What follows belongs to an exercise in optimizing a design on an open flow for small area and a short achievable clock period; a production flow would make more cautious choices. Only simulation tests tie the RTL to the original design; equivalence was not proved. No activity file was given, so power comes from the tool's default toggle rates.

==> flow/design.v <==
module morph_edge_const(
    input  wire [7:0] dilate,
    input  wire [7:0] erode,
    output wire [7:0] half,       
    output wire [9:0] c1,         
    output wire [9:0] c2,
    output wire [9:0] c3,
    output wire [9:0] c4,
    output wire       wide,       
    output wire       lo_en,      
    output wire [7:0] tl,
    output wire       hi_en,      
    output wire [7:0] th
);
    wire [8:0] sum_de = dilate + erode;
    assign half = sum_de[8:1];
    wire [7:0] range = dilate - erode;
    wire [8:0] k_lo = range + half;                         
    wire [9:0] k_hi = {1'b0, erode, 1'b0} - half;           
    wire [8:0] a3 = dilate + dilate[7:1];                   
    wire [8:0] b3 = erode + erode[7:1] + erode[0];          
    assign c1 = {a3, 1'b1};
    assign c2 = {k_lo, 1'b1};
    assign c3 = ~{k_hi[8:0], 1'b0};
    assign c4 = ~{b3, 1'b0};
    assign wide  = (range >= 8'd171);
    assign lo_en = wide | (dilate >= 8'd171);
    assign tl    = wide ? k_lo[7:0] : dilate + 8'd85;
    assign hi_en = wide | (erode <= 8'd84);
    assign th    = wide ? k_hi[7:0] : erode + 8'd171;
endmodule
module morph_edge_sel(
    input  wire [7:0] pixel,
    input  wire [9:0] u,          
    input  wire [9:0] v,          
    input  wire [7:0] dilate,
    input  wire [7:0] erode,
    input  wire [7:0] half,
    input  wire [9:0] c1,
    input  wire [9:0] c2,
    input  wire [9:0] c3,
    input  wire [9:0] c4,
    input  wire       wide,
    input  wire       lo_en,
    input  wire [7:0] tl,
    input  wire       hi_en,
    input  wire [7:0] th,
    output wire [9:0] c,          
    output wire [9:0] sp          
);
    wire below = (pixel <= erode);
    wire above = (pixel >= dilate);
    wire lower = (pixel <= half);
    wire sat   = (lo_en && pixel <= tl && (lower || !wide))
              || (hi_en && pixel >= th && (!lower || !wide));
    wire r1 = !sat && below;
    wire r4 = !sat && !below && above;
    wire r2 = !sat && !below && !above && lower;
    wire r3 = !sat && !below && !above && !lower;
    wire [9:0] p2 = {1'b0, pixel, 1'b0};
    wire [9:0] t1 = dilate[0] ? ~v : ~u;
    wire [9:0] t4 = erode[0] ? (u | 10'd1) : (v | 10'd1);
    assign c  = ({10{sat}} & 10'd510) | ({10{r1}} & c1) | ({10{r2}} & c2)
              | ({10{r3}} & c3) | ({10{r4}} & c4);
    assign sp = ({10{r1}} & t1) | ({10{r4}} & t4) | ({10{r2}} & ~p2)
              | ({10{r3}} & (p2 | 10'd1));
endmodule
module morph_fuse(
    input  wire [7:0]  pixel,
    input  wire [7:0]  dil3, ero3, half3, tl3, th3,
    input  wire [9:0]  c13, c23, c33, c43,
    input  wire        wide3, loen3, hien3,
    input  wire [7:0]  dil5, ero5, half5, tl5, th5,
    input  wire [9:0]  c15, c25, c35, c45,
    input  wire        wide5, loen5, hien5,
    output wire [7:0]  fused
);
    wire [8:0] w0 = pixel + pixel[7:1];                     
    wire [8:0] w1 = pixel + pixel[7:1] + pixel[0];          
    wire [9:0] u = {w1, 1'b0};
    wire [9:0] v = {w0, 1'b0};
    wire [9:0] c_3, sp_3, c_5, sp_5;
    morph_edge_sel u_s3 (.pixel(pixel), .u(u), .v(v), .dilate(dil3), .erode(ero3), .half(half3),
        .c1(c13), .c2(c23), .c3(c33), .c4(c43), .wide(wide3),
        .lo_en(loen3), .tl(tl3), .hi_en(hien3), .th(th3), .c(c_3), .sp(sp_3));
    morph_edge_sel u_s5 (.pixel(pixel), .u(u), .v(v), .dilate(dil5), .erode(ero5), .half(half5),
        .c1(c15), .c2(c25), .c3(c35), .c4(c45), .wide(wide5),
        .lo_en(loen5), .tl(tl5), .hi_en(hien5), .th(th5), .c(c_5), .sp(sp_5));
    wire [9:0] sum2 = c_3 + sp_3 + c_5 + sp_5;
    assign fused = sum2[9:2];
endmodule
module morph_top_multiscale #(
    parameter IMG_W = 256
)(
    input  wire        clk,
    input  wire        rst,
    input  wire [7:0]  pixel_in,
    output reg  [7:0]  pixel_out
);
    localparam N = 3*IMG_W + 4;           
    reg [8*N-1:0] sr;
    always @(posedge clk)
        sr <= {sr[8*N-9:0], pixel_in};
    function [7:0] mx(input [7:0] a, input [7:0] b);
        mx = (a > b) ? a : b;
    endfunction
    function [7:0] mn(input [7:0] a, input [7:0] b);
        mn = (a < b) ? a : b;
    endfunction
    function [15:0] srt(input [7:0] a, input [7:0] b);
        srt = (a > b) ? {a, b} : {b, a};
    endfunction
    wire [15:0] q1 = srt(sr[8*1-1 -: 8], sr[8*(IMG_W+1)-1 -: 8]);
    wire [15:0] q2 = srt(sr[8*2-1 -: 8], sr[8*(IMG_W+2)-1 -: 8]);
    wire [15:0] q3 = srt(sr[8*3-1 -: 8], sr[8*(IMG_W+3)-1 -: 8]);
    wire [15:0] q4 = srt(sr[8*4-1 -: 8], sr[8*(IMG_W+4)-1 -: 8]);
    wire [15:0] q5 = srt(sr[8*(2*IMG_W)-1 -: 8], sr[8*(3*IMG_W)-1 -: 8]);
    wire [15:0] q6 = srt(sr[8*(2*IMG_W+1)-1 -: 8], sr[8*(3*IMG_W+1)-1 -: 8]);
    wire [15:0] q7 = srt(sr[8*(2*IMG_W+2)-1 -: 8], sr[8*(3*IMG_W+2)-1 -: 8]);
    wire [15:0] q8 = srt(sr[8*(2*IMG_W+3)-1 -: 8], sr[8*(3*IMG_W+3)-1 -: 8]);
    wire [15:0] q9 = srt(sr[8*(2*IMG_W+4)-1 -: 8], sr[8*(3*IMG_W+4)-1 -: 8]);
    wire [7:0] r3max = mx(mx(q1[15:8], q2[15:8]), sr[8*(IMG_W)-1 -: 8]);
    wire [7:0] r3min = mn(mn(q1[7:0], q2[7:0]), sr[8*(IMG_W)-1 -: 8]);
    wire [7:0] r5max = mx(mx(mx(r3max, q3[15:8]), mx(q4[15:8], q5[15:8])),
                          mx(mx(q6[15:8], q7[15:8]), mx(q8[15:8], q9[15:8])));
    wire [7:0] r5min = mn(mn(mn(r3min, q3[7:0]), mn(q4[7:0], q5[7:0])),
                          mn(mn(q6[7:0], q7[7:0]), mn(q8[7:0], q9[7:0])));
    reg [7:0] r3max_q, r3min_q, r5max_q, r5min_q;
    always @(posedge clk) begin
        r3max_q <= r3max;
        r3min_q <= r3min;
        r5max_q <= r5max;
        r5min_q <= r5min;
    end
    wire [7:0] x1 = sr[7:0];
    wire [7:0] dil3 = mx(x1, r3max_q);
    wire [7:0] ero3 = mn(x1, r3min_q);
    wire [7:0] dil5 = mx(x1, r5max_q);
    wire [7:0] ero5 = mn(x1, r5min_q);
    wire [7:0] half3, tl3, th3, half5, tl5, th5;
    wire [9:0] c13, c23, c33, c43, c15, c25, c35, c45;
    wire       wide3, loen3, hien3, wide5, loen5, hien5;
    morph_edge_const u_k3 (.dilate(dil3), .erode(ero3), .half(half3),
        .c1(c13), .c2(c23), .c3(c33), .c4(c43), .wide(wide3),
        .lo_en(loen3), .tl(tl3), .hi_en(hien3), .th(th3));
    morph_edge_const u_k5 (.dilate(dil5), .erode(ero5), .half(half5),
        .c1(c15), .c2(c25), .c3(c35), .c4(c45), .wide(wide5),
        .lo_en(loen5), .tl(tl5), .hi_en(hien5), .th(th5));
    wire [7:0] edge_fused;
    morph_fuse u_fuse (.pixel(pixel_in),
        .dil3(dil3), .ero3(ero3), .half3(half3), .tl3(tl3), .th3(th3),
        .c13(c13), .c23(c23), .c33(c33), .c43(c43), .wide3(wide3), .loen3(loen3), .hien3(hien3),
        .dil5(dil5), .ero5(ero5), .half5(half5), .tl5(tl5), .th5(th5),
        .c15(c15), .c25(c25), .c35(c35), .c45(c45), .wide5(wide5), .loen5(loen5), .hien5(hien5),
        .fused(edge_fused));
    reg [10:0] cnt;
    wire       valid = (cnt == 11'd1281);
    always @(posedge clk) begin
        if (rst) begin
            pixel_out <= 8'd0;
            cnt       <= 11'd0;
        end else begin
            if (!valid)
                cnt <= cnt + 11'd1;
            pixel_out <= valid ? edge_fused : 8'd0;
        end
    end
endmodule
==> flow/flow/run.sh <==
#!/bin/bash
# Standard ORFS layout (the standard.sh, standard synthesis), with two
# changes to how the layout is made:
#  - timing repair aims far below the clock period: the input-to-register
#    path meets the long clock by a wide margin and would otherwise be left
#    unoptimised, though it sets the achieved period;
#  - CTS clusters up to 24 sinks per leaf buffer and adds no dummy loads.
# The make output goes to standard_flow.log; each ORFS step also writes its
# own log under orfs/logs/.
set -euo pipefail
bash standard.sh \
  SETUP_SLACK_MARGIN=46 \
  "CTS_ARGS=-sink_clustering_enable -repair_clock_nets -sink_clustering_size 24 -sink_clustering_max_diameter 60 -dont_use_dummy_load" \
  finish > standard_flow.log 2>&1
==> flow/standard.sh <==
#!/bin/bash
# synth_recipe.tcl (not shown) runs the flow's synth.tcl, then flattens the netlist and writes it again
# the make line also repeats each setting of config.mk as NAME=value (left out here)
make -C /OpenROAD-flow-scripts/flow DESIGN_CONFIG=/design/flow/config.mk WORK_HOME=/design/flow/orfs CLKGATE_MAP_FILE= SYNTH_SCRIPT=/design/flow/synth_recipe.tcl "${@:-finish}"
==> flow/config.mk <==
export PLATFORM = sky130hd
export DESIGN_NAME = morph_top_multiscale
export DESIGN_NICKNAME = morph_top_multiscale
export VERILOG_FILES = /design/flow/design.v
export SDC_FILE = /design/flow/constraint.sdc
export NUM_CORES = 4
export LEC_CHECK = 0
export CAP_MARGIN = 20
export CORE_MARGIN = 2
export CORE_UTILIZATION = 65
export SLEW_MARGIN = 20
export SYNTH_HIERARCHICAL = 1
export SYNTH_MINIMUM_KEEP_SIZE = 0
==> flow/constraint.sdc <==
create_clock -name core_clock -period 58.0 [get_ports {clk}]
set_input_delay 11.6000 -clock core_clock [delete_from_list [all_inputs] [get_ports {clk}]]
set_output_delay 11.6000 -clock core_clock [all_outputs]
set_load 0.01 [all_outputs]
==> flow_metrics.py <==
metrics = {
    "run_status": {
        "status": "aborted with a tool error",
        "failing_step": "detailed placement (3_5_place_dp)",
        "stop_error": "Error: detail_place.tcl, 38 bad optional access",
    },
    "yosys": {
        "ys_warn_count": 7,
        "ys_seq_elements": 6227,
        "synth_ff_type": "dfxtp_1",
        "synth_area_per_cell_um2": 16.2,
        "yosysSeqAreaShare_pct": 85.6,
        "ys_top_cells_by_area": "dfxtp_1, ha_1, inv_1",
        "synth_area_leader_cell": "dfxtp_1",
        "post-synth-top-count-cell": "dfxtp_1",
        "netlist_area_mm2": 0.146,
        "synthTopCellsByCount": "dfxtp_1, ha_1, inv_1, a21oi_1, nor2_1",
        "netlist.area_leader.share_pct": 85.6,
        "synth.distinct_cells": 114,
        "async_flop_share_pct": 0,
        "synthCells": 9011,
        "synth_edf_count": 0,
    },
    "die": {
        "rows": 173,
        "io_pins": 18,
        "die_h_um": 477,
        "die_w_um": 477,
        "initial_utilization_pct": 65.5,
    },
    "placed_design": {
        "place_congestion": 0.857,
        "io_buffers": 17,
    },
}
## stage by stage
step / cell area [um2] / power [mW] / worst slack (ns) / cells / hold slack (ns)
after global placement: 150000 / 6.16 / 39.97 / 11978 / 0.309
after floorplan: 146000 / 5.68 / 42.06 / 9020 / 0.310
## worst min-delay path by stage
stage,endpoint,cells after the start
after floorplan,sr[1000],0
after global placement,sr[3651],0
## power groups by stage
stage | logic, mW | registers (mW) | clock network (mW)
floorplan | 1.29 | 4.39 | 0
global placement | 1.76 | 4.40 | 0
## modules after synthesis (local to each module, per instance)
module	area, um2	cells
morph_edge_const	2680	348
morph_edge_sel	1920	238
morph_fuse	1460	181
morph_top_multiscale	135000	7658
## kinds of logic after synthesis
family                     after synthesis  synth area share [%]
DFF                                   6227                  85.6
AOI/OAI and AO/OA                      800                  3.95
and+or+nand+nor                        618                  2.21
buffers and inverters                  512                  1.42
adders and majority gates              482                  4.30
muxes                                  241                  1.75
xor gates and xnor gates               128                 0.788
other                                    3               0.00773
